Context: an optimization exercise on an open-source flow, tuned for small area, a short achievable clock period and few clock cycles per item. The choices shown serve that exercise and are no tape-out recipe.
Function was checked by simulation only, so behaviour that the tests miss may differ from the original.

==> wip/yarrow <==
==> flow/design.v (excerpt) <==
module divSqrtRecodedFloat64(input clk, input reset,
    output io_inReady_div,
    output io_inReady_sqrt,
    input  io_inValid,
    input  io_sqrtOp,
    input [64:0] io_a,
    input [64:0] io_b,
    input [1:0] io_roundingMode,
    output io_outValid_div,
    output io_outValid_sqrt,
    output[64:0] io_out,
    output[4:0] io_exceptionFlags
);
clock: 10.5 ns
lec_check: 0
abc_area: 1
cap_margin: 20
core_margin: 2
core_utilization: 45
place_density: 0.6
setup_slack_margin: 5
slew_margin: 20
run.sh (not shown) runs the stock make flow with config.mk's settings and CLKGATE_MAP_FILE= SYNTH_SCRIPT=/design/flow/synth_recipe.tcl, a recipe that flattens the netlist after the stock synthesis.
==> wip/delta (differences from wip/yarrow) <==
--- a/flow/config.mk
+++ b/flow/config.mk
@@ -7,7 +7,6 @@
 export LEC_CHECK = 0
-export ABC_AREA = 1
 export CAP_MARGIN = 20
 export CORE_MARGIN = 2
-export CORE_UTILIZATION = 45
-export PLACE_DENSITY = 0.6
+export CORE_UTILIZATION = 60
+export PLACE_DENSITY = 0.75
 export SETUP_SLACK_MARGIN = 5
==> wip/sierra (differences from wip/yarrow) <==
--- a/flow/config.mk
+++ b/flow/config.mk
@@ -7,3 +7,2 @@
 export LEC_CHECK = 0
-export ABC_AREA = 1
 export CAP_MARGIN = 20
@@ -14 +13,2 @@
 export SLEW_MARGIN = 20
+export TNS_END_PERCENT = 0
==> results.txt <==
Status:
- The flow ran to the end and the layout has no timing, DRC or antenna violations.

Final layout:
- Cells fill 67.42% of the core in the end.
- Registers represent a cell area share of 25.79%.

GRT:
- The number of global-route vias before repair was 52,419.

Setup path:
- The startpoint identified for the worst register-to-register timing path is f_p8.
- The total buffers and inverters traversed by the critical path is 2.
-- figures above: wip/delta

==> results.txt <==
Setup path:
- The worst register-to-register path begins at f_p5a.
- Together, buffers and inverters on the worst path number 5.

Status:
- The run finished with no timing, DRC or antenna violations.

GRT:
- The number of global-route vias before repair is 58,825.

Final layout:
- Registers represent a cell area share of 24.61%.

Timing:
- The slew at the pin with the worst max-slew slack is 1291 ps.
-- figures above: wip/yarrow

==> results.txt <==
Setup path:
- The reg-to-reg startpoint is f_p5a.
- The total buffers and inverters traversed by the critical path is 1.

Detailed routing:
- Dividing the detail-routed wire length by the instance count gives 31.82 µm.

GRT:
- The number of global-route vias before repair was 51,613.

Status:
- The flow ran to the end and the layout has no timing, DRC or antenna violations.

Final layout:
- Ranked by flip-flop count, first place goes to XR.
- The share of the core filled with cells in the final layout is 50.67%.
-- figures above: wip/sierra

Testbench counts of wip/yarrow, summed over its fixed seeds: cycles 189,567, items 3,200.
Testbench counts of wip/delta, summed over its fixed seeds: cycles 189,567, items 3,200.
Testbench counts of wip/sierra, summed over its fixed seeds: cycles 189,567, items 3,200.

========
==> inputs of 05-08 <==
divSqrtRecodedFloat64 again, from the RTL that the note above started with.
clock: 10.5 ns
lec_check: 0
cap_margin: 20
core_margin: 2
core_utilization: 45
place_density: 0.6
setup_slack_margin: 5
slew_margin: 20
==> inputs of 01-26, as changes to 05-08 <==
==> flow/flow/run.sh (new file) <==
#!/bin/bash
bash standard.sh SETUP_SLACK_MARGIN=6.5 finish > standard.log 2>&1
==> flow/standard.sh (new file) <==
#!/bin/bash
# synth_recipe.tcl (not shown) runs the flow's synth.tcl, then flattens the netlist and writes it again
# the make line also repeats each setting of config.mk as NAME=value (left out here)
make -C /OpenROAD-flow-scripts/flow DESIGN_CONFIG=/design/flow/config.mk WORK_HOME=/design/flow/orfs CLKGATE_MAP_FILE= SYNTH_SCRIPT=/design/flow/synth_recipe.tcl "${@:-finish}"
removed: flow/run.sh
==> results.txt <==
item	05-08	01-26
Post-cts resize count	57	862
Detailed-route via count	52,786	58,750
Total detailed-routing wirelength	254,000 µm	293,000 µm
Total Routing Usage GR	38.4%	44.0%
#MultiIn Comb	4,521	4,533
Crit. path cell count	17	20
Worst path setup slack after routing	5120 ps	5340 ps
Standard cell area after detailed placement	0.0603 mm²	0.0613 mm²
Result of the run	timing/DRC/antenna clean	timing/DRC/antenna clean
Maximum net fanout on the critical path	60	5
Count of fill cells added during filler insertion	11,872	10,530
Post-Place Cells	7,944	7,943
Non-clock buffers	416	1,072
Fraction of final layout cells with drive strength greater than 1	7.23%	25.2%
Multi-input combinational area share	56.4%	53.4%
Time the final worst path needs with I/O delays and setup	5380 ps	5160 ps
Testbench counts of 05-08, summed over its fixed seeds: cycles 189,567, items 3,200.
Testbench counts of 01-26, summed over its fixed seeds: cycles 189,567, items 3,200.

-- re-timing with driven ports --
Ports are ideal in the flow. The routed layouts listed here were re-timed in OpenROAD.
Step 1 (the two cells are an assumption about what drives the block):
set clk [get_ports {clk}]
set_driving_cell -lib_cell sky130_fd_sc_hd__clkbuf_16 $clk
set_driving_cell -lib_cell sky130_fd_sc_hd__buf_2 [delete_from_list [all_inputs] $clk]
Step 2 times the ports against the registers' clock, not the clock port: input delays grow and output delays shrink by t, the midpoint of the rising clock arrivals with the driver on.
a / b / c = no drivers / after step 1 / after step 2; a / b = the first two.
| run | shift t [ns] | slack for setup (ns) | hold slack, ns | latest minus earliest clock arrival (ns) | cell pins on the clock port's net |
|---|---|---|---|---|---|
| wip/yarrow | 0.759 | 4.911 / 4.911 / 4.467 | 0.410 / 0.410 / 0.410 | 0.044 / 0.044 | 1 |
| wip/delta | 0.734 | 5.054 / 5.054 / 4.928 | 0.421 / 0.421 / 0.421 | 0.051 / 0.051 | 1 |
| wip/sierra | 0.752 | 4.887 / 4.887 / 4.887 | 0.416 / 0.416 / 0.416 | 0.037 / 0.037 | 1 |
| 05-08 | 0.760 | 5.124 / 5.124 / 4.941 | 0.418 / 0.418 / 0.418 | 0.033 / 0.033 | 1 |
| 01-26 | 0.769 | 5.343 / 5.343 / 5.343 | 0.417 / 0.417 / 0.417 | 0.048 / 0.048 | 1 |
After both steps every run listed still meets setup and hold. The setup slack of wip/yarrow, which loses most, moves by 0.000 ns with the drivers and by -0.444 ns with both steps.
